Background: an optimization exercise with open tools, aiming at small area. Do not read the settings as production practice. At most, simulation tests tie the RTL to the original design; equivalence was not proved. Function not checked in run 2: the RTL went through the layout flow alone.

$ cat design/flow/design.v
module SA_FA (input A, B, CIN, output SUM, COUT);
  assign SUM  = A ^ B ^ CIN;
  assign COUT = (A & B) | (A & CIN) | (B & CIN);
endmodule
module SA_HA (input A, B, output SUM, COUT);
  assign SUM  = A ^ B;
  assign COUT = A & B;
endmodule
module SA_NOR2 (input A, B, output Y);
  assign Y = ~(A | B);
endmodule
module SA_NAND2 (input A, B, output Y);
  assign Y = ~(A & B);
endmodule
module SA_AOI21 (input A1, A2, B1, output Y);
  assign Y = ~((A1 & A2) | B1);
endmodule
module SA_OAI21 (input A1, A2, B1, output Y);
  assign Y = ~((A1 | A2) & B1);
endmodule
module SA_XOR2 (input A, B, output X);
  assign X = A ^ B;
endmodule
module SA_XNOR2 (input A, B, output Y);
  assign Y = ~(A ^ B);
endmodule
module SA_NOR2B (input A, B_N, output Y);
  assign Y = ~(A | ~B_N);
endmodule
module SA_INV (input A, output Y);
  assign Y = ~A;
endmodule
module PE (
    input  logic        i_clk, i_rst,
    input  logic [7:0]  i_Left_n, i_Top_n,
    output logic [7:0]  o_right_n, o_down_n,
    output logic [16:0] o_Cell_Value
  );
  wire [7:0] an = i_Left_n;
  wire [7:0] bn = i_Top_n;
  wire [16:0] acc = o_Cell_Value;
  wire pp1;
  SA_NOR2 u2 (.A(an[0]), .B(bn[0]), .Y(pp1));
  wire pp3;
  SA_NOR2 u4 (.A(an[0]), .B(bn[1]), .Y(pp3));
  wire pp5;
  SA_NOR2 u6 (.A(an[0]), .B(bn[2]), .Y(pp5));
  wire pp7;
  SA_NOR2 u8 (.A(an[0]), .B(bn[3]), .Y(pp7));
  wire pp9;
  SA_NOR2 u10 (.A(an[0]), .B(bn[4]), .Y(pp9));
  wire pp11;
  SA_NOR2 u12 (.A(an[0]), .B(bn[5]), .Y(pp11));
  wire pp13;
  SA_NOR2 u14 (.A(an[0]), .B(bn[6]), .Y(pp13));
  wire pp15;
  SA_NOR2 u16 (.A(an[0]), .B(bn[7]), .Y(pp15));
  wire pp17;
  SA_NOR2 u18 (.A(an[1]), .B(bn[0]), .Y(pp17));
  wire pp19;
  SA_NOR2 u20 (.A(an[1]), .B(bn[1]), .Y(pp19));
  wire pp21;
  SA_NOR2 u22 (.A(an[1]), .B(bn[2]), .Y(pp21));
  wire pp23;
  SA_NOR2 u24 (.A(an[1]), .B(bn[3]), .Y(pp23));
  wire pp25;
  SA_NOR2 u26 (.A(an[1]), .B(bn[4]), .Y(pp25));
  wire pp27;
  SA_NOR2 u28 (.A(an[1]), .B(bn[5]), .Y(pp27));
  wire pp29;
  SA_NOR2 u30 (.A(an[1]), .B(bn[6]), .Y(pp29));
  wire pp31;
  SA_NOR2 u32 (.A(an[1]), .B(bn[7]), .Y(pp31));
  wire pp33;
  SA_NOR2 u34 (.A(an[2]), .B(bn[0]), .Y(pp33));
  wire pp35;
  SA_NOR2 u36 (.A(an[2]), .B(bn[1]), .Y(pp35));
  wire pp37;
  SA_NOR2 u38 (.A(an[2]), .B(bn[2]), .Y(pp37));
  wire pp39;
  SA_NOR2 u40 (.A(an[2]), .B(bn[3]), .Y(pp39));
  wire pp41;
  SA_NOR2 u42 (.A(an[2]), .B(bn[4]), .Y(pp41));
  wire pp43;
  SA_NOR2 u44 (.A(an[2]), .B(bn[5]), .Y(pp43));
  wire pp45;
  SA_NOR2 u46 (.A(an[2]), .B(bn[6]), .Y(pp45));
  wire pp47;
  SA_NOR2 u48 (.A(an[2]), .B(bn[7]), .Y(pp47));
  wire pp49;
  SA_NOR2 u50 (.A(an[3]), .B(bn[0]), .Y(pp49));
  wire pp51;
  SA_NOR2 u52 (.A(an[3]), .B(bn[1]), .Y(pp51));
  wire pp53;
  SA_NOR2 u54 (.A(an[3]), .B(bn[2]), .Y(pp53));
  wire pp55;
  SA_NOR2 u56 (.A(an[3]), .B(bn[3]), .Y(pp55));
  wire pp57;
  SA_NOR2 u58 (.A(an[3]), .B(bn[4]), .Y(pp57));
  wire pp59;
  SA_NOR2 u60 (.A(an[3]), .B(bn[5]), .Y(pp59));
  wire pp61;
  SA_NOR2 u62 (.A(an[3]), .B(bn[6]), .Y(pp61));
  wire pp63;
  SA_NOR2 u64 (.A(an[3]), .B(bn[7]), .Y(pp63));
  wire pp65;
  SA_NOR2 u66 (.A(an[4]), .B(bn[0]), .Y(pp65));
  wire pp67;
  SA_NOR2 u68 (.A(an[4]), .B(bn[1]), .Y(pp67));
  wire pp69;
  SA_NOR2 u70 (.A(an[4]), .B(bn[2]), .Y(pp69));
  wire pp71;
  SA_NOR2 u72 (.A(an[4]), .B(bn[3]), .Y(pp71));
  wire pp73;
  SA_NOR2 u74 (.A(an[4]), .B(bn[4]), .Y(pp73));
  wire pp75;
  SA_NOR2 u76 (.A(an[4]), .B(bn[5]), .Y(pp75));
  wire pp77;
  SA_NOR2 u78 (.A(an[4]), .B(bn[6]), .Y(pp77));
  wire pp79;
  SA_NOR2 u80 (.A(an[4]), .B(bn[7]), .Y(pp79));
  wire pp81;
  SA_NOR2 u82 (.A(an[5]), .B(bn[0]), .Y(pp81));
  wire pp83;
  SA_NOR2 u84 (.A(an[5]), .B(bn[1]), .Y(pp83));
  wire pp85;
  SA_NOR2 u86 (.A(an[5]), .B(bn[2]), .Y(pp85));
  wire pp87;
  SA_NOR2 u88 (.A(an[5]), .B(bn[3]), .Y(pp87));
  wire pp89;
  SA_NOR2 u90 (.A(an[5]), .B(bn[4]), .Y(pp89));
  wire pp91;
  SA_NOR2 u92 (.A(an[5]), .B(bn[5]), .Y(pp91));
  wire pp93;
  SA_NOR2 u94 (.A(an[5]), .B(bn[6]), .Y(pp93));
  wire pp95;
  SA_NOR2 u96 (.A(an[5]), .B(bn[7]), .Y(pp95));
  wire pp97;
  SA_NOR2 u98 (.A(an[6]), .B(bn[0]), .Y(pp97));
  wire pp99;
  SA_NOR2 u100 (.A(an[6]), .B(bn[1]), .Y(pp99));
  wire pp101;
  SA_NOR2 u102 (.A(an[6]), .B(bn[2]), .Y(pp101));
  wire pp103;
  SA_NOR2 u104 (.A(an[6]), .B(bn[3]), .Y(pp103));
  wire pp105;
  SA_NOR2 u106 (.A(an[6]), .B(bn[4]), .Y(pp105));
  wire pp107;
  SA_NOR2 u108 (.A(an[6]), .B(bn[5]), .Y(pp107));
  wire pp109;
  SA_NOR2 u110 (.A(an[6]), .B(bn[6]), .Y(pp109));
  wire pp111;
  SA_NOR2 u112 (.A(an[6]), .B(bn[7]), .Y(pp111));
  wire pp113;
  SA_NOR2 u114 (.A(an[7]), .B(bn[0]), .Y(pp113));
  wire pp115;
  SA_NOR2 u116 (.A(an[7]), .B(bn[1]), .Y(pp115));
  wire pp117;
  SA_NOR2 u118 (.A(an[7]), .B(bn[2]), .Y(pp117));
  wire pp119;
  SA_NOR2 u120 (.A(an[7]), .B(bn[3]), .Y(pp119));
  wire pp121;
  SA_NOR2 u122 (.A(an[7]), .B(bn[4]), .Y(pp121));
  wire pp123;
  SA_NOR2 u124 (.A(an[7]), .B(bn[5]), .Y(pp123));
  wire pp125;
  SA_NOR2 u126 (.A(an[7]), .B(bn[6]), .Y(pp125));
  wire pp127;
  SA_NOR2 u128 (.A(an[7]), .B(bn[7]), .Y(pp127));
  wire s129;
  wire c130;
  SA_HA u131 (.A(acc[0]), .B(pp1), .SUM(s129), .COUT(c130));
  wire s132;
  wire c133;
  SA_FA u134 (.A(acc[1]), .B(pp3), .CIN(pp17), .SUM(s132), .COUT(c133));
  wire s135;
  wire c136;
  SA_HA u137 (.A(c130), .B(s132), .SUM(s135), .COUT(c136));
  wire s138;
  wire c139;
  SA_FA u140 (.A(acc[2]), .B(pp5), .CIN(pp19), .SUM(s138), .COUT(c139));
  wire s141;
  wire c142;
  SA_FA u143 (.A(pp33), .B(c133), .CIN(s138), .SUM(s141), .COUT(c142));
  wire s144;
  wire c145;
  SA_HA u146 (.A(c136), .B(s141), .SUM(s144), .COUT(c145));
  wire s147;
  wire c148;
  SA_FA u149 (.A(acc[3]), .B(pp7), .CIN(pp21), .SUM(s147), .COUT(c148));
  wire s150;
  wire c151;
  SA_FA u152 (.A(pp35), .B(pp49), .CIN(c139), .SUM(s150), .COUT(c151));
  wire s153;
  wire c154;
  SA_FA u155 (.A(s147), .B(s150), .CIN(c142), .SUM(s153), .COUT(c154));
  wire s156;
  wire c157;
  SA_HA u158 (.A(c145), .B(s153), .SUM(s156), .COUT(c157));
  wire s159;
  wire c160;
  SA_FA u161 (.A(acc[4]), .B(pp9), .CIN(pp23), .SUM(s159), .COUT(c160));
  wire s162;
  wire c163;
  SA_FA u164 (.A(pp37), .B(pp51), .CIN(pp65), .SUM(s162), .COUT(c163));
  wire s165;
  wire c166;
  SA_FA u167 (.A(c148), .B(s159), .CIN(s162), .SUM(s165), .COUT(c166));
  wire s168;
  wire c169;
  SA_HA u170 (.A(c151), .B(s165), .SUM(s168), .COUT(c169));
  wire s171;
  wire k172;
  wire p173;
  wire g174;
  SA_HA u175 (.A(c154), .B(s168), .SUM(p173), .COUT(g174));
  SA_AOI21 u176 (.A1(p173), .A2(c157), .B1(g174), .Y(k172));
  SA_XOR2 u177 (.A(p173), .B(c157), .X(s171));
  wire s178;
  wire c179;
  SA_FA u180 (.A(acc[5]), .B(pp11), .CIN(pp25), .SUM(s178), .COUT(c179));
  wire s181;
  wire c182;
  SA_FA u183 (.A(pp39), .B(pp53), .CIN(pp67), .SUM(s181), .COUT(c182));
  wire s184;
  wire c185;
  SA_FA u186 (.A(pp81), .B(c160), .CIN(c163), .SUM(s184), .COUT(c185));
  wire s187;
  wire c188;
  SA_FA u189 (.A(s178), .B(s181), .CIN(s184), .SUM(s187), .COUT(c188));
  wire s190;
  wire c191;
  SA_HA u192 (.A(c166), .B(c169), .SUM(s190), .COUT(c191));
  wire s193;
  wire k194;
  wire ng195;
  wire np196;
  SA_NAND2 u197 (.A(s187), .B(s190), .Y(ng195));
  SA_XNOR2 u198 (.A(s187), .B(s190), .Y(np196));
  SA_OAI21 u199 (.A1(np196), .A2(k172), .B1(ng195), .Y(k194));
  SA_XOR2 u200 (.A(np196), .B(k172), .X(s193));
  wire s201;
  wire c202;
  SA_FA u203 (.A(acc[6]), .B(pp13), .CIN(pp27), .SUM(s201), .COUT(c202));
  wire s204;
  wire c205;
  SA_FA u206 (.A(pp41), .B(pp55), .CIN(pp69), .SUM(s204), .COUT(c205));
  wire s207;
  wire c208;
  SA_FA u209 (.A(pp83), .B(pp97), .CIN(c179), .SUM(s207), .COUT(c208));
  wire s210;
  wire c211;
  SA_FA u212 (.A(c182), .B(s201), .CIN(s204), .SUM(s210), .COUT(c211));
  wire s213;
  wire c214;
  SA_FA u215 (.A(c185), .B(s207), .CIN(s210), .SUM(s213), .COUT(c214));
  wire s216;
  wire c217;
  SA_FA u218 (.A(c188), .B(c191), .CIN(s213), .SUM(s216), .COUT(c217));
  wire s219;
  wire k220;
  SA_XOR2 u221 (.A(s216), .B(k194), .X(s219));
  SA_NAND2 u222 (.A(s216), .B(k194), .Y(k220));
  wire s223;
  wire c224;
  SA_FA u225 (.A(acc[7]), .B(pp15), .CIN(pp29), .SUM(s223), .COUT(c224));
  wire s226;
  wire c227;
  SA_FA u228 (.A(pp43), .B(pp57), .CIN(pp71), .SUM(s226), .COUT(c227));
  wire s229;
  wire c230;
  SA_FA u231 (.A(pp85), .B(pp99), .CIN(pp113), .SUM(s229), .COUT(c230));
  wire s232;
  wire c233;
  SA_FA u234 (.A(c202), .B(c205), .CIN(s223), .SUM(s232), .COUT(c233));
  wire s235;
  wire c236;
  SA_FA u237 (.A(s226), .B(s229), .CIN(c208), .SUM(s235), .COUT(c236));
  wire s238;
  wire c239;
  SA_FA u240 (.A(c211), .B(s232), .CIN(s235), .SUM(s238), .COUT(c239));
  wire s241;
  wire c242;
  SA_HA u243 (.A(c214), .B(s238), .SUM(s241), .COUT(c242));
  wire s244;
  wire k245;
  wire ng246;
  wire np247;
  SA_NAND2 u248 (.A(c217), .B(s241), .Y(ng246));
  SA_XNOR2 u249 (.A(c217), .B(s241), .Y(np247));
  SA_OAI21 u250 (.A1(np247), .A2(k220), .B1(ng246), .Y(k245));
  SA_XOR2 u251 (.A(np247), .B(k220), .X(s244));
  wire s252;
  wire c253;
  SA_FA u254 (.A(acc[8]), .B(pp31), .CIN(pp45), .SUM(s252), .COUT(c253));
  wire s255;
  wire c256;
  SA_FA u257 (.A(pp59), .B(pp73), .CIN(pp87), .SUM(s255), .COUT(c256));
  wire s258;
  wire c259;
  SA_FA u260 (.A(pp101), .B(pp115), .CIN(c224), .SUM(s258), .COUT(c259));
  wire s261;
  wire c262;
  SA_FA u263 (.A(c227), .B(c230), .CIN(s252), .SUM(s261), .COUT(c262));
  wire s264;
  wire c265;
  SA_FA u266 (.A(s255), .B(s258), .CIN(c233), .SUM(s264), .COUT(c265));
  wire s267;
  wire c268;
  SA_FA u269 (.A(s261), .B(c236), .CIN(s264), .SUM(s267), .COUT(c268));
  wire s270;
  wire c271;
  SA_FA u272 (.A(c239), .B(s267), .CIN(c242), .SUM(s270), .COUT(c271));
  wire s273;
  wire k274;
  SA_XOR2 u275 (.A(s270), .B(k245), .X(s273));
  SA_NAND2 u276 (.A(s270), .B(k245), .Y(k274));
  wire s277;
  wire c278;
  SA_FA u279 (.A(acc[9]), .B(pp47), .CIN(pp61), .SUM(s277), .COUT(c278));
  wire s280;
  wire c281;
  SA_FA u282 (.A(pp75), .B(pp89), .CIN(pp103), .SUM(s280), .COUT(c281));
  wire s283;
  wire c284;
  SA_FA u285 (.A(pp117), .B(c253), .CIN(c256), .SUM(s283), .COUT(c284));
  wire s286;
  wire c287;
  SA_FA u288 (.A(s277), .B(s280), .CIN(c259), .SUM(s286), .COUT(c287));
  wire s289;
  wire c290;
  SA_FA u291 (.A(s283), .B(c262), .CIN(s286), .SUM(s289), .COUT(c290));
  wire s292;
  wire c293;
  SA_FA u294 (.A(c265), .B(s289), .CIN(c268), .SUM(s292), .COUT(c293));
  wire s295;
  wire k296;
  wire ng297;
  wire np298;
  SA_NAND2 u299 (.A(c271), .B(s292), .Y(ng297));
  SA_XNOR2 u300 (.A(c271), .B(s292), .Y(np298));
  SA_OAI21 u301 (.A1(np298), .A2(k274), .B1(ng297), .Y(k296));
  SA_XOR2 u302 (.A(np298), .B(k274), .X(s295));
  wire s303;
  wire c304;
  SA_FA u305 (.A(acc[10]), .B(pp63), .CIN(pp77), .SUM(s303), .COUT(c304));
  wire s306;
  wire c307;
  SA_FA u308 (.A(pp91), .B(pp105), .CIN(pp119), .SUM(s306), .COUT(c307));
  wire s309;
  wire c310;
  SA_FA u311 (.A(c278), .B(c281), .CIN(s303), .SUM(s309), .COUT(c310));
  wire s312;
  wire c313;
  SA_FA u314 (.A(s306), .B(c284), .CIN(s309), .SUM(s312), .COUT(c313));
  wire s315;
  wire c316;
  SA_FA u317 (.A(c287), .B(s312), .CIN(c290), .SUM(s315), .COUT(c316));
  wire s318;
  wire k319;
  wire p320;
  wire g321;
  SA_HA u322 (.A(c293), .B(s315), .SUM(p320), .COUT(g321));
  SA_AOI21 u323 (.A1(p320), .A2(k296), .B1(g321), .Y(k319));
  SA_XOR2 u324 (.A(p320), .B(k296), .X(s318));
  wire s325;
  wire c326;
  SA_FA u327 (.A(acc[11]), .B(pp79), .CIN(pp93), .SUM(s325), .COUT(c326));
  wire s328;
  wire c329;
  SA_FA u330 (.A(pp107), .B(pp121), .CIN(c304), .SUM(s328), .COUT(c329));
  wire s331;
  wire c332;
  SA_FA u333 (.A(c307), .B(s325), .CIN(s328), .SUM(s331), .COUT(c332));
  wire s334;
  wire c335;
  SA_FA u336 (.A(c310), .B(s331), .CIN(c313), .SUM(s334), .COUT(c335));
  wire s337;
  wire k338;
  wire ng339;
  wire np340;
  SA_NAND2 u341 (.A(c316), .B(s334), .Y(ng339));
  SA_XNOR2 u342 (.A(c316), .B(s334), .Y(np340));
  SA_OAI21 u343 (.A1(np340), .A2(k319), .B1(ng339), .Y(k338));
  SA_XOR2 u344 (.A(np340), .B(k319), .X(s337));
  wire s345;
  wire c346;
  SA_FA u347 (.A(acc[12]), .B(pp95), .CIN(pp109), .SUM(s345), .COUT(c346));
  wire s348;
  wire c349;
  SA_FA u350 (.A(pp123), .B(c326), .CIN(s345), .SUM(s348), .COUT(c349));
  wire s351;
  wire c352;
  SA_FA u353 (.A(c329), .B(s348), .CIN(c332), .SUM(s351), .COUT(c352));
  wire s354;
  wire k355;
  wire p356;
  wire g357;
  SA_HA u358 (.A(c335), .B(s351), .SUM(p356), .COUT(g357));
  SA_AOI21 u359 (.A1(p356), .A2(k338), .B1(g357), .Y(k355));
  SA_XOR2 u360 (.A(p356), .B(k338), .X(s354));
  wire s361;
  wire c362;
  SA_FA u363 (.A(acc[13]), .B(pp111), .CIN(pp125), .SUM(s361), .COUT(c362));
  wire s364;
  wire c365;
  SA_FA u366 (.A(c346), .B(s361), .CIN(c349), .SUM(s364), .COUT(c365));
  wire s367;
  wire k368;
  wire ng369;
  wire np370;
  SA_NAND2 u371 (.A(c352), .B(s364), .Y(ng369));
  SA_XNOR2 u372 (.A(c352), .B(s364), .Y(np370));
  SA_OAI21 u373 (.A1(np370), .A2(k355), .B1(ng369), .Y(k368));
  SA_XOR2 u374 (.A(np370), .B(k355), .X(s367));
  wire s375;
  wire c376;
  SA_FA u377 (.A(acc[14]), .B(pp127), .CIN(c362), .SUM(s375), .COUT(c376));
  wire s378;
  wire k379;
  wire p380;
  wire g381;
  SA_HA u382 (.A(c365), .B(s375), .SUM(p380), .COUT(g381));
  SA_AOI21 u383 (.A1(p380), .A2(k368), .B1(g381), .Y(k379));
  SA_XOR2 u384 (.A(p380), .B(k368), .X(s378));
  wire s385;
  wire k386;
  wire ng387;
  wire np388;
  SA_NAND2 u389 (.A(acc[15]), .B(c376), .Y(ng387));
  SA_XNOR2 u390 (.A(acc[15]), .B(c376), .Y(np388));
  SA_OAI21 u391 (.A1(np388), .A2(k379), .B1(ng387), .Y(k386));
  SA_XOR2 u392 (.A(np388), .B(k379), .X(s385));
  wire s393;
  SA_XOR2 u394 (.A(acc[16]), .B(k386), .X(s393));
  wire [16:0] nxt = {s393, s385, s378, s367, s354, s337, s318, s295, s273, s244, s219, s193, s171, s156, s144, s135, s129};
  always @(posedge i_clk or posedge i_rst)
    if (i_rst) begin
      o_right_n    <= 8'hff;
      o_down_n     <= 8'hff;
      o_Cell_Value <= 17'd0;
    end else begin
      o_right_n    <= i_Left_n;
      o_down_n     <= i_Top_n;
      o_Cell_Value <= nxt;
    end
endmodule
module Systolic_Array #(parameter data_width=8) (
  input  logic                      i_clk     , i_rst,
  input  logic [data_width-1:0]     i_Cell_A1 , i_Cell_A4,i_Cell_A7,
  input  logic [data_width-1:0]     i_Cell_B1 , i_Cell_B2,i_Cell_B3,
  output logic [(data_width*2):0]   o_cell_1  , o_cell_2 , o_cell_3 , o_cell_4 , o_cell_5, o_cell_6 , o_cell_7, o_cell_8, o_cell_9
);
  wire [7:0] A1n, A4n, A7n, B1n, B2n, B3n;
  genvar k;
  for (k = 0; k < 8; k = k + 1) begin : inv
    SA_INV ia1 (.A(i_Cell_A1[k]), .Y(A1n[k]));
    SA_INV ia4 (.A(i_Cell_A4[k]), .Y(A4n[k]));
    SA_INV ia7 (.A(i_Cell_A7[k]), .Y(A7n[k]));
    SA_INV ib1 (.A(i_Cell_B1[k]), .Y(B1n[k]));
    SA_INV ib2 (.A(i_Cell_B2[k]), .Y(B2n[k]));
    SA_INV ib3 (.A(i_Cell_B3[k]), .Y(B3n[k]));
  end
  wire [7:0] A12, A23, A45, A56, A78, A89;
  wire [7:0] B14, B47, B25, B58, B36, B69;
  PE PE1 (i_clk, i_rst, A1n, B1n, A12, B14, o_cell_1);
  PE PE2 (i_clk, i_rst, A12, B2n, A23, B25, o_cell_2);
  PE PE3 (i_clk, i_rst, A23, B3n,    , B36, o_cell_3);
  PE PE4 (i_clk, i_rst, A4n, B14, A45, B47, o_cell_4);
  PE PE5 (i_clk, i_rst, A45, B25, A56, B58, o_cell_5);
  PE PE6 (i_clk, i_rst, A56, B36,    , B69, o_cell_6);
  PE PE7 (i_clk, i_rst, A7n, B47, A78,    , o_cell_7);
  PE PE8 (i_clk, i_rst, A78, B58, A89,    , o_cell_8);
  PE PE9 (i_clk, i_rst, A89, B69,    ,    , o_cell_9);
endmodule
$ cat design/flow/flow/run.sh
#!/bin/bash
# Layout flow: the standard ORFS flow (standard.sh), with these changes:
#  - synthesis maps the design's SA_* gate modules one-to-one onto library cells
#    (flow/gatemap.tcl, run as ORFS's SYNTH_CANONICALIZE_TCL hook);
#  - ports are buffered with sky130_fd_sc_hd__buf_1;
#  - clock tree: clkbuf_4 buffers, sink clusters of up to CLUSTER sinks, no dummy loads;
#  - the largest buffers and inverters are added to the platform's don't-use list, so that
#    repair builds the reset tree from smaller buffers.
# Each ORFS step writes its full log under orfs/logs/; make's own output goes to flow_make.log.
set -euo pipefail
W=$(pwd)
CLUSTER=9
DIAMETER=50
PLAT_DU=$(make -s -C "$FLOW_HOME" DESIGN_CONFIG="$W/config.mk" WORK_HOME="$W/orfs" print-DONT_USE_CELLS | sed -n 's/^DONT_USE_CELLS: //p')
EXTRA_DU="sky130_fd_sc_hd__buf_8 sky130_fd_sc_hd__buf_12 sky130_fd_sc_hd__buf_16 sky130_fd_sc_hd__bufbuf_8 sky130_fd_sc_hd__bufbuf_16 sky130_fd_sc_hd__bufinv_8 sky130_fd_sc_hd__bufinv_16 sky130_fd_sc_hd__inv_12 sky130_fd_sc_hd__inv_16 sky130_fd_sc_hd__clkinv_16 sky130_fd_sc_hd__clkbuf_16"
bash standard.sh \
  "SYNTH_CANONICALIZE_TCL=$W/flow/gatemap.tcl" \
  "BUFFER_PORTS_ARGS=-buffer_cell sky130_fd_sc_hd__buf_1" \
  "CTS_ARGS=-sink_clustering_enable -repair_clock_nets -buf_list sky130_fd_sc_hd__clkbuf_4 -sink_clustering_size $CLUSTER -sink_clustering_max_diameter $DIAMETER -dont_use_dummy_load" \
  "DONT_USE_CELLS=$PLAT_DU $EXTRA_DU" \
  finish > "$W/flow_make.log" 2>&1
$ cat design/flow/flow/gatemap.tcl
# Map the design's gate modules (SA_*) one-to-one onto library cells of the same function.
foreach {m c} {
  SA_FA    sky130_fd_sc_hd__fa_1
  SA_HA    sky130_fd_sc_hd__ha_1
  SA_NOR2  sky130_fd_sc_hd__nor2_1
  SA_NAND2 sky130_fd_sc_hd__nand2_1
  SA_AOI21 sky130_fd_sc_hd__a21oi_1
  SA_OAI21 sky130_fd_sc_hd__o21ai_1
  SA_XOR2  sky130_fd_sc_hd__xor2_1
  SA_XNOR2 sky130_fd_sc_hd__xnor2_1
  SA_NOR2B sky130_fd_sc_hd__nor2b_1
  SA_INV   sky130_fd_sc_hd__inv_1
} {
  chtype -map $m $c
  delete $m
}
hierarchy -check -top $::env(DESIGN_NAME)
$ cat design/flow/standard.sh
#!/bin/bash
# synth_recipe.tcl (not shown) runs the flow's synth.tcl, then flattens the netlist and writes it again
# the make line also repeats each setting of config.mk as NAME=value (left out here)
make -C /OpenROAD-flow-scripts/flow DESIGN_CONFIG=/design/flow/config.mk WORK_HOME=/design/flow/orfs CLKGATE_MAP_FILE= SYNTH_SCRIPT=/design/flow/synth_recipe.tcl "${@:-finish}"
$ cat design/flow/config.mk
export PLATFORM = sky130hd
export DESIGN_NAME = Systolic_Array
export DESIGN_NICKNAME = Systolic_Array
export VERILOG_FILES = /design/flow/design.v
export SDC_FILE = /design/flow/constraint.sdc
export NUM_CORES = 4
export LEC_CHECK = 0
export CAP_MARGIN = 20
export CORE_MARGIN = 2
export CORE_UTILIZATION = 78
export GPL_TIMING_DRIVEN = 0
export SLEW_MARGIN = 20
$ cat design/flow/constraint.sdc
create_clock -name core_clock -period 5.2 [get_ports {i_clk}]
set_input_delay 1.0400 -clock core_clock [delete_from_list [all_inputs] [get_ports {i_clk}]]
set_output_delay 1.0400 -clock core_clock [all_outputs]
set_load 0.01 [all_outputs]
==> out/results.tsv, run 1 <==
stage	metric	value	unit
outcome	outcome	no timing/DRC/antenna violations	
placed_design	HPWL after detailed placement	37.6	mm
worst_setup_path	CP top delay family	adder cells	
global_route	met3 Use GR	6.85	%
detailed_routing	Initial DRC Count	997	
worst_setup_path	CP dominant cell by count	fa_1	
global_route	met1 GRT Util	47.8	%
die	Die Span Y	171	um
worst_setup_path	Max FO, Critical Path	9	
clock_tree	CTS tree	done	
worst_setup_path	crit path kind	register to register	
worst_setup_path	CP Data Arrival Time	5.56	ns
clock_tree	Clock transition at path regs	0.10	ns
final_layout	nets	2660	
die	Starting Density	78.8	%
detailed_routing	Post-DRT Antenna Nets	0	
clock_tree	Skew-Pair Late Insertion Delay	0.68	ns
clock_tree	Root Buffer Master	clkbuf_4	
worst_setup_path	CP Depth	16	
final_layout	share of cells above drive strength 1	8.17	%
placed_design	Inst Count DP	2370	
detailed_routing	Vias	14400	
global_route	antenna violations before repair	2	
global_route	largest net degree at the start of global routing	36	
hold_path	Hold Path Depth	0	
run	Max Cap Viol	0	
synth	Yosys Warn Count	2	
synth	Yosys reg bits	249	
worst_setup_path	CP max stage cell	dfstp_2	
global_route	GR Overflow Total	0	
worst_setup_path	critical path required time	5.73	ns
worst_setup_path	cells on worst reg2reg path	16	
detailed_routing	Pre-Repair DR Iteration Count	5	
final_layout	commonest non-fill, non-tap cell in the layout	nor2_1	
placed_design	PortBufs	202	
sta	final hold vios	0	
synth	Synth Cell Area	21700	um2
synth	Mean Syn Cell Area	12.2	um2
hold_path	worst min-delay path class	register to register	
sta	relative slew slack	50.0	%
clock_tree	Max clock buf depth	3	
global_route	met2 Resource Use GR	59.8	%
clock_tree	Max H-tree Level	2	
clock_tree	Num CTS Buffers	38	
detailed_routing	DRC Markers	0	
global_route	number of global-route vias before repair	16600	
sta	Fin Hold WS	0.422	ns
clock_tree	Sink Count	249	
final_layout	Non-Filler Instances	2412	
detailed_routing	final WL	47.5	mm
detailed_routing	Routed wire per std cell	19.7	um
synth	syn_nets	2409	
worst_setup_path	worst path bufs/invs	0	
final_layout	synth-to-layout area growth	7.56	%
die	I/O pin count	203	
sta	worst slew pin tran	0.749	ns
sta	fmax	199	MHz
sta	Final Slew Violations	0	
sta	final worst path period share	96.7	%
detailed_routing	Vias/cell	5.95	
worst_setup_path	crit-path cells	nor2_1 > fa_1 > fa_1 > fa_1 > fa_1 > ha_1 > fa_1 > xnor2_1 > o21ai_1 > a21oi_1 > o21ai_1 > a21oi_1 > o21ai_1 > a21oi_1 > o21ai_1 > xor2_1	
sta	Worst Skew	0.0436	ns
worst_setup_path	Crit. End Element	register	
sta	final setup vio count	0	
placed_design	GPL Wtd Cong	0.911	
die	num rows	61	
sta	minimum clock period	5.03	ns
die	DIE AREA	29200	um2
global_route	first-pass GRT wire length	80.5	mm
die	Core Region	27600	um2
synth	Synth cell types	11	
die	Die X	171	um
synth	post-synthesis cell count	1783	
global_route	busiest grt layer	met2	
clock_tree	number of hold buffers added after cts	0	
worst_setup_path	slowest cell delay on critical path	0.65	ns
global_route	GRT Resource Usage Total	35.9	%
synth	post-synthesis sequential area ratio	29.3	%
final_layout	most frequent cells in the layout	nor2_1, fa_1, buf_1, dfrtp_1, xor2_1	
worst_setup_path	Worst setup SP type	register	
[worst paths after layout]
| check | startpoint | endpoint | slack, ns |
|---|---|---|---|
| min | PE7.o_right_n[4] | PE8.o_right_n[4] | 0.42 |
| min reg2reg | PE7.o_right_n[4] | PE8.o_right_n[4] | 0.42 |
| max | PE7.o_right_n[0] | PE8.o_Cell_Value[16] | 0.17 |
| min in group asynchronous | i_rst | PE3.o_Cell_Value[7] | 0.46 |
| max reg2reg | PE7.o_right_n[0] | PE8.o_Cell_Value[16] | 0.17 |
| max in group asynchronous | i_rst | PE4.o_down_n[3] | 3.28 |
[repair_timing]
action                     4_1_cts  5_1_grt
setup endpoints to repair        0        7
gates resized for setup          0       22
hold endpoints to repair         0        0
setup buffers                    0        2
[worst reg2reg max path: cells and delay by family (launching register included)]
family / cells / cell delay, ns
AND/OR/NAND/NOR: 1 / 0.10
AO/OA/AOI/OAI: 7 / 1.34
XOR/XNOR: 2 / 0.44
adder cells (fa/ha/maj): 6 / 2.38
flip-flops: 1 / 0.65
[cell type report]
cell class / instances / area, um2
multi-input cells: 1485 / 15200
flip-flops and latches: 249 / 6350
fillers: 1475 / 4210
repair buffers: 211 / 847
well taps: 378 / 473
clock buffers: 38 / 285
inverters: 49 / 195
diodes: 2 / 5.00
[cells in the mapped netlist, drive strengths merged]
library cell / count / area, um2
xnor2: 54 / 473
a21oi: 36 / 180
dfstp: 96 / 2520
ha: 99 / 1240
fa: 477 / 9550
dfrtp: 153 / 3830
xor2: 117 / 1020
inv: 49 / 184
o21ai: 54 / 270
nand2: 72 / 270
nor2: 576 / 2160
[kinds of logic (layout without fill, tap and decap cells)]
family | count (synthesis) | in the layout | share of synthesized area, %
AO/OA/AOI/OAI | 90 | 90 | 2.08
XOR/XNOR | 171 | 171 | 6.90
adder cells (fa/ha/maj) | 576 | 576 | 49.7
buffers and inverters | 49 | 298 | 0.847
flip-flops | 249 | 249 | 29.3
other | 0 | 2 | 0
AND/OR/NAND/NOR | 648 | 648 | 11.2
[metrics by stage]
| stage | area, um2 | TNS (ns) | util (%) | setup WS, ns |
|---|---|---|---|---|
| after floorplan | 21700 | 0 | - | 0.102 |
| after global placement | 22900 | -77.20 | 83.3 | -0.518 |
| after detailed placement | 23000 | -5.32 | 83.5 | -0.573 |
| after CTS | 23300 | 0 | 84.6 | 0.122 |
| after global routing | 23300 | -0.00199 | 84.7 | -0.00199 |
| final | 23300 | 0 | 84.7 | 0.171 |
[registers in the layout, indices dropped and copies added, names as in the netlist, 17 cells and up]
name and cells:
PE4.o_Cell_Value 17, PE3.o_Cell_Value 17, PE7.o_Cell_Value 17, PE8.o_Cell_Value 17, PE5.o_Cell_Value 17, PE9.o_Cell_Value 17, PE1.o_Cell_Value 17, PE6.o_Cell_Value 17
PE2.o_Cell_Value 17
[routing by layer]
layer	vias to the layer above	part of all wire [%]
met5	-	0
met4	0	4.2
met3	175	7.5
met2	693	51
met1	7450	37
li1	6045	-
==> inputs of run 2 (changes only) <==
--- a/design/flow/design.v
+++ b/design/flow/design.v
@@ -208,59 +208,59 @@
   SA_FA u167 (.A(c148), .B(s159), .CIN(s162), .SUM(s165), .COUT(c166));
   wire s168;
   wire c169;
-  SA_HA u170 (.A(c151), .B(s165), .SUM(s168), .COUT(c169));
+  SA_FA u170 (.A(c151), .B(s165), .CIN(c154), .SUM(s168), .COUT(c169));
   wire s171;
   wire k172;
-  wire p173;
-  wire g174;
-  SA_HA u175 (.A(c154), .B(s168), .SUM(p173), .COUT(g174));
-  SA_AOI21 u176 (.A1(p173), .A2(c157), .B1(g174), .Y(k172));
-  SA_XOR2 u177 (.A(p173), .B(c157), .X(s171));
+  SA_XOR2 u173 (.A(s168), .B(c157), .X(s171));
+  SA_NAND2 u174 (.A(s168), .B(c157), .Y(k172));
+  wire s175;
+  wire c176;
+  SA_FA u177 (.A(acc[5]), .B(pp11), .CIN(pp25), .SUM(s175), .COUT(c176));
   wire s178;
   wire c179;
-  SA_FA u180 (.A(acc[5]), .B(pp11), .CIN(pp25), .SUM(s178), .COUT(c179));
+  SA_FA u180 (.A(pp39), .B(pp53), .CIN(pp67), .SUM(s178), .COUT(c179));
   wire s181;
   wire c182;
-  SA_FA u183 (.A(pp39), .B(pp53), .CIN(pp67), .SUM(s181), .COUT(c182));
+  SA_FA u183 (.A(pp81), .B(c160), .CIN(c163), .SUM(s181), .COUT(c182));
   wire s184;
   wire c185;
-  SA_FA u186 (.A(pp81), .B(c160), .CIN(c163), .SUM(s184), .COUT(c185));
+  SA_FA u186 (.A(s175), .B(s178), .CIN(s181), .SUM(s184), .COUT(c185));
   wire s187;
   wire c188;
-  SA_FA u189 (.A(s178), .B(s181), .CIN(s184), .SUM(s187), .COUT(c188));
+  SA_HA u189 (.A(c166), .B(s184), .SUM(s187), .COUT(c188));
   wire s190;
-  wire c191;
-  SA_HA u192 (.A(c166), .B(c169), .SUM(s190), .COUT(c191));
-  wire s193;
-  wire k194;
-  wire ng195;
-  wire np196;
-  SA_NAND2 u197 (.A(s187), .B(s190), .Y(ng195));
-  SA_XNOR2 u198 (.A(s187), .B(s190), .Y(np196));
-  SA_OAI21 u199 (.A1(np196), .A2(k172), .B1(ng195), .Y(k194));
-  SA_XOR2 u200 (.A(np196), .B(k172), .X(s193));
+  wire k191;
+  wire ng192;
+  wire np193;
+  SA_NAND2 u194 (.A(c169), .B(s187), .Y(ng192));
+  SA_XNOR2 u195 (.A(c169), .B(s187), .Y(np193));
+  SA_OAI21 u196 (.A1(np193), .A2(k172), .B1(ng192), .Y(k191));
+  SA_XOR2 u197 (.A(np193), .B(k172), .X(s190));
+  wire s198;
+  wire c199;
+  SA_FA u200 (.A(acc[6]), .B(pp13), .CIN(pp27), .SUM(s198), .COUT(c199));
   wire s201;
   wire c202;
-  SA_FA u203 (.A(acc[6]), .B(pp13), .CIN(pp27), .SUM(s201), .COUT(c202));
+  SA_FA u203 (.A(pp41), .B(pp55), .CIN(pp69), .SUM(s201), .COUT(c202));
   wire s204;
   wire c205;
-  SA_FA u206 (.A(pp41), .B(pp55), .CIN(pp69), .SUM(s204), .COUT(c205));
+  SA_FA u206 (.A(pp83), .B(pp97), .CIN(c176), .SUM(s204), .COUT(c205));
   wire s207;
   wire c208;
-  SA_FA u209 (.A(pp83), .B(pp97), .CIN(c179), .SUM(s207), .COUT(c208));
+  SA_FA u209 (.A(c179), .B(s198), .CIN(s201), .SUM(s207), .COUT(c208));
   wire s210;
   wire c211;
-  SA_FA u212 (.A(c182), .B(s201), .CIN(s204), .SUM(s210), .COUT(c211));
+  SA_FA u212 (.A(c182), .B(s204), .CIN(s207), .SUM(s210), .COUT(c211));
   wire s213;
   wire c214;
-  SA_FA u215 (.A(c185), .B(s207), .CIN(s210), .SUM(s213), .COUT(c214));
+  SA_HA u215 (.A(c185), .B(s210), .SUM(s213), .COUT(c214));
   wire s216;
-  wire c217;
-  SA_FA u218 (.A(c188), .B(c191), .CIN(s213), .SUM(s216), .COUT(c217));
-  wire s219;
-  wire k220;
-  SA_XOR2 u221 (.A(s216), .B(k194), .X(s219));
-  SA_NAND2 u222 (.A(s216), .B(k194), .Y(k220));
+  wire k217;
+  wire p218;
+  wire g219;
+  SA_HA u220 (.A(c188), .B(s213), .SUM(p218), .COUT(g219));
+  SA_AOI21 u221 (.A1(p218), .A2(k191), .B1(g219), .Y(k217));
+  SA_XOR2 u222 (.A(p218), .B(k191), .X(s216));
   wire s223;
   wire c224;
   SA_FA u225 (.A(acc[7]), .B(pp15), .CIN(pp29), .SUM(s223), .COUT(c224));
@@ -272,24 +272,24 @@
   SA_FA u231 (.A(pp85), .B(pp99), .CIN(pp113), .SUM(s229), .COUT(c230));
   wire s232;
   wire c233;
-  SA_FA u234 (.A(c202), .B(c205), .CIN(s223), .SUM(s232), .COUT(c233));
+  SA_FA u234 (.A(c199), .B(c202), .CIN(s223), .SUM(s232), .COUT(c233));
   wire s235;
   wire c236;
-  SA_FA u237 (.A(s226), .B(s229), .CIN(c208), .SUM(s235), .COUT(c236));
+  SA_FA u237 (.A(s226), .B(s229), .CIN(c205), .SUM(s235), .COUT(c236));
   wire s238;
   wire c239;
-  SA_FA u240 (.A(c211), .B(s232), .CIN(s235), .SUM(s238), .COUT(c239));
+  SA_FA u240 (.A(c208), .B(s232), .CIN(s235), .SUM(s238), .COUT(c239));
   wire s241;
   wire c242;
-  SA_HA u243 (.A(c214), .B(s238), .SUM(s241), .COUT(c242));
+  SA_HA u243 (.A(c211), .B(c214), .SUM(s241), .COUT(c242));
   wire s244;
   wire k245;
   wire ng246;
   wire np247;
-  SA_NAND2 u248 (.A(c217), .B(s241), .Y(ng246));
-  SA_XNOR2 u249 (.A(c217), .B(s241), .Y(np247));
-  SA_OAI21 u250 (.A1(np247), .A2(k220), .B1(ng246), .Y(k245));
-  SA_XOR2 u251 (.A(np247), .B(k220), .X(s244));
+  SA_NAND2 u248 (.A(s238), .B(s241), .Y(ng246));
+  SA_XNOR2 u249 (.A(s238), .B(s241), .Y(np247));
+  SA_OAI21 u250 (.A1(np247), .A2(k217), .B1(ng246), .Y(k245));
+  SA_XOR2 u251 (.A(np247), .B(k217), .X(s244));
   wire s252;
   wire c253;
   SA_FA u254 (.A(acc[8]), .B(pp31), .CIN(pp45), .SUM(s252), .COUT(c253));
@@ -310,7 +310,7 @@
   SA_FA u269 (.A(s261), .B(c236), .CIN(s264), .SUM(s267), .COUT(c268));
   wire s270;
   wire c271;
-  SA_FA u272 (.A(c239), .B(s267), .CIN(c242), .SUM(s270), .COUT(c271));
+  SA_FA u272 (.A(c239), .B(c242), .CIN(s267), .SUM(s270), .COUT(c271));
   wire s273;
   wire k274;
   SA_XOR2 u275 (.A(s270), .B(k245), .X(s273));
@@ -433,7 +433,7 @@
   SA_XOR2 u392 (.A(np388), .B(k379), .X(s385));
   wire s393;
   SA_XOR2 u394 (.A(acc[16]), .B(k386), .X(s393));
-  wire [16:0] nxt = {s393, s385, s378, s367, s354, s337, s318, s295, s273, s244, s219, s193, s171, s156, s144, s135, s129};
+  wire [16:0] nxt = {s393, s385, s378, s367, s354, s337, s318, s295, s273, s244, s216, s190, s171, s156, s144, s135, s129};
   always @(posedge i_clk or posedge i_rst)
     if (i_rst) begin
       o_right_n    <= 8'hff;
==> run 2 against run 1 <==
Against the previous run: highest routed layer unchanged; via count grew 1.3%; wire length is 1.8% higher; cell count up 0.50%; non-clock buffer count rose by 13; critical endpoint is now PE9.o_Cell_Value[16]; still clean on timing, DRC and antenna.
==> out/results.tsv, run 2 <==
stage	metric	value	unit
synth	Yosys Warn Count	2	
worst_setup_path	Crit. End Element	register	
synth	post-synthesis sequential area ratio	29.3	%
sta	Final Slew Violations	0	
sta	final worst path period share	96.3	%
worst_setup_path	CP top delay family	compound AO/OA/AOI/OAI gates	
synth	Top FF cell, synth	dfrtp_1	
hold_path	worst min-delay path class	input port to asynchronous set/reset pin	
synth	Yosys top cell area share	44.0	%
final_layout	filler cell count	1452	
worst_setup_path	worst path bufs/invs	0	
final_layout	synth-to-layout area growth	8.13	%
global_route	GRT Resource Usage Total	35.7	%
synth	Synth cell types	11	
worst_setup_path	slowest cell delay on critical path	0.63	ns
synth	syn_nets	2409	
detailed_routing	Initial DRC Count	1084	
sta	Final WS setup	0.192	ns
global_route	number of global-route vias before repair	16300	
worst_setup_path	crit-path cells	nor2_1 > fa_1 > fa_1 > fa_1 > ha_1 > xnor2_1 > o21ai_1 > a21oi_1 > o21ai_1 > nand2_1 > o21ai_1 > a21oi_2 > o21ai_1 > a21oi_2 > o21ai_2 > a21oi_2 > o21ai_1 > xor2_1	
synth	largest cells by area after synthesis	fa_1, dfrtp_1, dfstp_2, nor2_1, ha_1	
sta	Worst Skew	0.0965	ns
global_route	antenna violations before repair	1	
clock_tree	Sink Count	249	
worst_setup_path	R2R Path Start	PE6.o_down_n[4]	
synth	Yosys reg bits	249	
clock_tree	Root Buffer Master	clkbuf_4	
clock_tree	Max H-tree Level	2	
die	Starting Density	78.8	%
sta	worst slew pin tran	0.432	ns
sta	relative slew slack	71.1	%
clock_tree	CTS tree	done	
sta	final setup vio count	0	
worst_setup_path	Max FO, Critical Path	8	
run	Max Cap Viol	0	
worst_setup_path	CP Data Arrival Time	5.54	ns
placed_design	PortBufs	202	
worst_setup_path	CP dominant cell by count	o21ai_1	
worst_setup_path	Worst setup SP type	register	
die	Die Span Y	171	um
final_layout	commonest non-fill, non-tap cell in the layout	nor2_1	
worst_setup_path	cells on worst reg2reg path	18	
worst_setup_path	r2r endpoint	PE9.o_Cell_Value[16]	
synth	Synth Cell Area	21700	um2
detailed_routing	final WL	48.3	mm
synth	post-synth top area cell	fa_1	
synth	Mean Syn Cell Area	12.2	um2
detailed_routing	Pre-Repair DR Iteration Count	7	
synth	dominant cell by count in the synthesized netlist	nor2_1	
synth	Synth top cells by count	nor2_1, fa_1, dfrtp_1, xor2_1, ha_1	
sta	Fin Hold WS	0.356	ns
final_layout	nets	2673	
worst_setup_path	crit path kind	register to register	
worst_setup_path	critical path required time	5.74	ns
global_route	largest net degree at the start of global routing	39	
sta	minimum clock period	5.01	ns
global_route	GR Overflow Total	0	
synth	Post-synth EDFFs	0	
die	DIE AREA	29200	um2
worst_setup_path	worst setup path start	PE6.o_down_n[4]	
placed_design	pre-CTS setup slack	-0.574	ns
clock_tree	Num CTS Buffers	38	
final_layout	most frequent cells in the layout	nor2_1, fa_1, buf_1, dfrtp_1, xor2_1	
sta	Setup TNS	0	ns
die	Die X	171	um
global_route	first-pass GRT wire length	79.5	mm
outcome	outcome	no timing/DRC/antenna violations	
detailed_routing	Post-DRT Antenna Nets	0	
detailed_routing	Routed wire per std cell	19.9	um
sta	fmax	200	MHz
synth	ys async rst share	100	%
placed_design	GPL Wtd Cong	0.894	
sta	final hold vios	0	
worst_setup_path	CP max stage cell	dfstp_2	
clock_tree	Max clock buf depth	3	
die	I/O pin count	203	
clock_tree	Clock transition at path regs	0.10	ns
detailed_routing	Vias/cell	6.00	
clock_tree	Skew-Pair Late Insertion Delay	0.70	ns
detailed_routing	DRC Markers	0	
worst_setup_path	CP endpoint	PE9.o_Cell_Value[16]	
die	num rows	61	
die	Core Region	27600	um2
final_layout	share of cells above drive strength 1	9.73	%
final_layout	Layout Utilization	85.2	%
worst_setup_path	R2R Setup Slk	0.19	ns
placed_design	HPWL after detailed placement	37.8	mm
detailed_routing	Vias	14600	
worst_setup_path	CP Depth	18	
synth	post-synthesis cell count	1783	
## run 2: cell counts after synthesis
No cell type changed its count.
## run 2: metal layers
| metal | track usage [%] | part of all wire, % | up-vias |
|---|---|---|---|
| met5 | 0 | 0 | - |
| met4 | 15.1 | 4.3 | 0 |
| met3 | 7.61 | 8.4 | 155 |
| met2 | 59.1 | 51 | 750 |
| met1 | 46.6 | 36 | 7580 |
| li1 | - | - | 6065 |
## run 2: stage by stage
step,instances,area (um2)
floorplan,1783,21700
global placement,2363,22900
detailed placement,2370,23000
CTS,2408,23300
global route,2424,23500
finish,2424,23500
## run 2: area by class of cell
cell class	count	area [um2]	share of cell area [%]
Multi-Input combinational cell	1485	15300	65.0
Sequential cell	249	6350	27.1
Timing Repair Buffer	224	915	3.90
Tap cell	378	473	2.02
Clock buffer	38	285	1.22
Inverter	49	188	0.800
Antenna cell	1	2.50	0.0107
## run 2: cell families after synthesis
kind of cell | count (synthesis) | synth area share (%)
flops | 249 | 29.3
simple gates | 648 | 11.2
buf+inv | 49 | 0.847
fa+ha+maj | 576 | 49.7
xor+xnor | 171 | 6.90
compound gates | 90 | 2.08
## run 2: repair_timing
action / in CTS / in global routing
resized for setup: 0 / 42
buffers inserted: 0 / 15
endpoints found under the setup margin: 0 / 13
hold buffers: 0 / 0
## run 2: how the worst min path moves through the flow
stage	cells past startpoint	endpoint	start
floorplan	0	PE4.o_down_n[0]	PE1.o_down_n[0]
global placement	0	PE5.o_down_n[0]	PE2.o_down_n[0]
detailed placement	0	PE5.o_down_n[0]	PE2.o_down_n[0]
CTS	2	PE3.o_Cell_Value[3]	i_rst
global route	2	PE3.o_Cell_Value[4]	i_rst
finish	2	PE3.o_Cell_Value[5]	i_rst

==> afterwards: timing with drivers on the ports <==
The flow's constraints put no driver on any port. The routed layouts listed below were extracted and timed again, unchanged, in two steps.
Step 1 assumes that a clkbuf_16 drives the clock port and a buf_2 every other input.
Step 2 moves the port delays by t, midway between the first and last clock arrival at a register: inputs arrive t later, outputs are due t later. That takes back most of the time a late clock gives input paths.
Slacks: ideal / step 1 / step 2; pairs: ideal / step 1.
run | shift t [ns] | setup slack, ns | slew at the worst register clock pin (ns) | worst slew at a driven data input, ns
run 1 | 0.699 | 0.171 / 0.171 / -0.475 | 0.11 / 0.11 | 0.04
run 2 | 0.695 | 0.192 / 0.192 / -0.453 | 0.11 / 0.11 | 0.06
With both steps, setup timing fails in run 1 and run 2, where it was met with ideal ports. For run 1, which loses most, drivers alone change the setup slack by 0.000 ns; drivers and shift together by -0.646 ns.
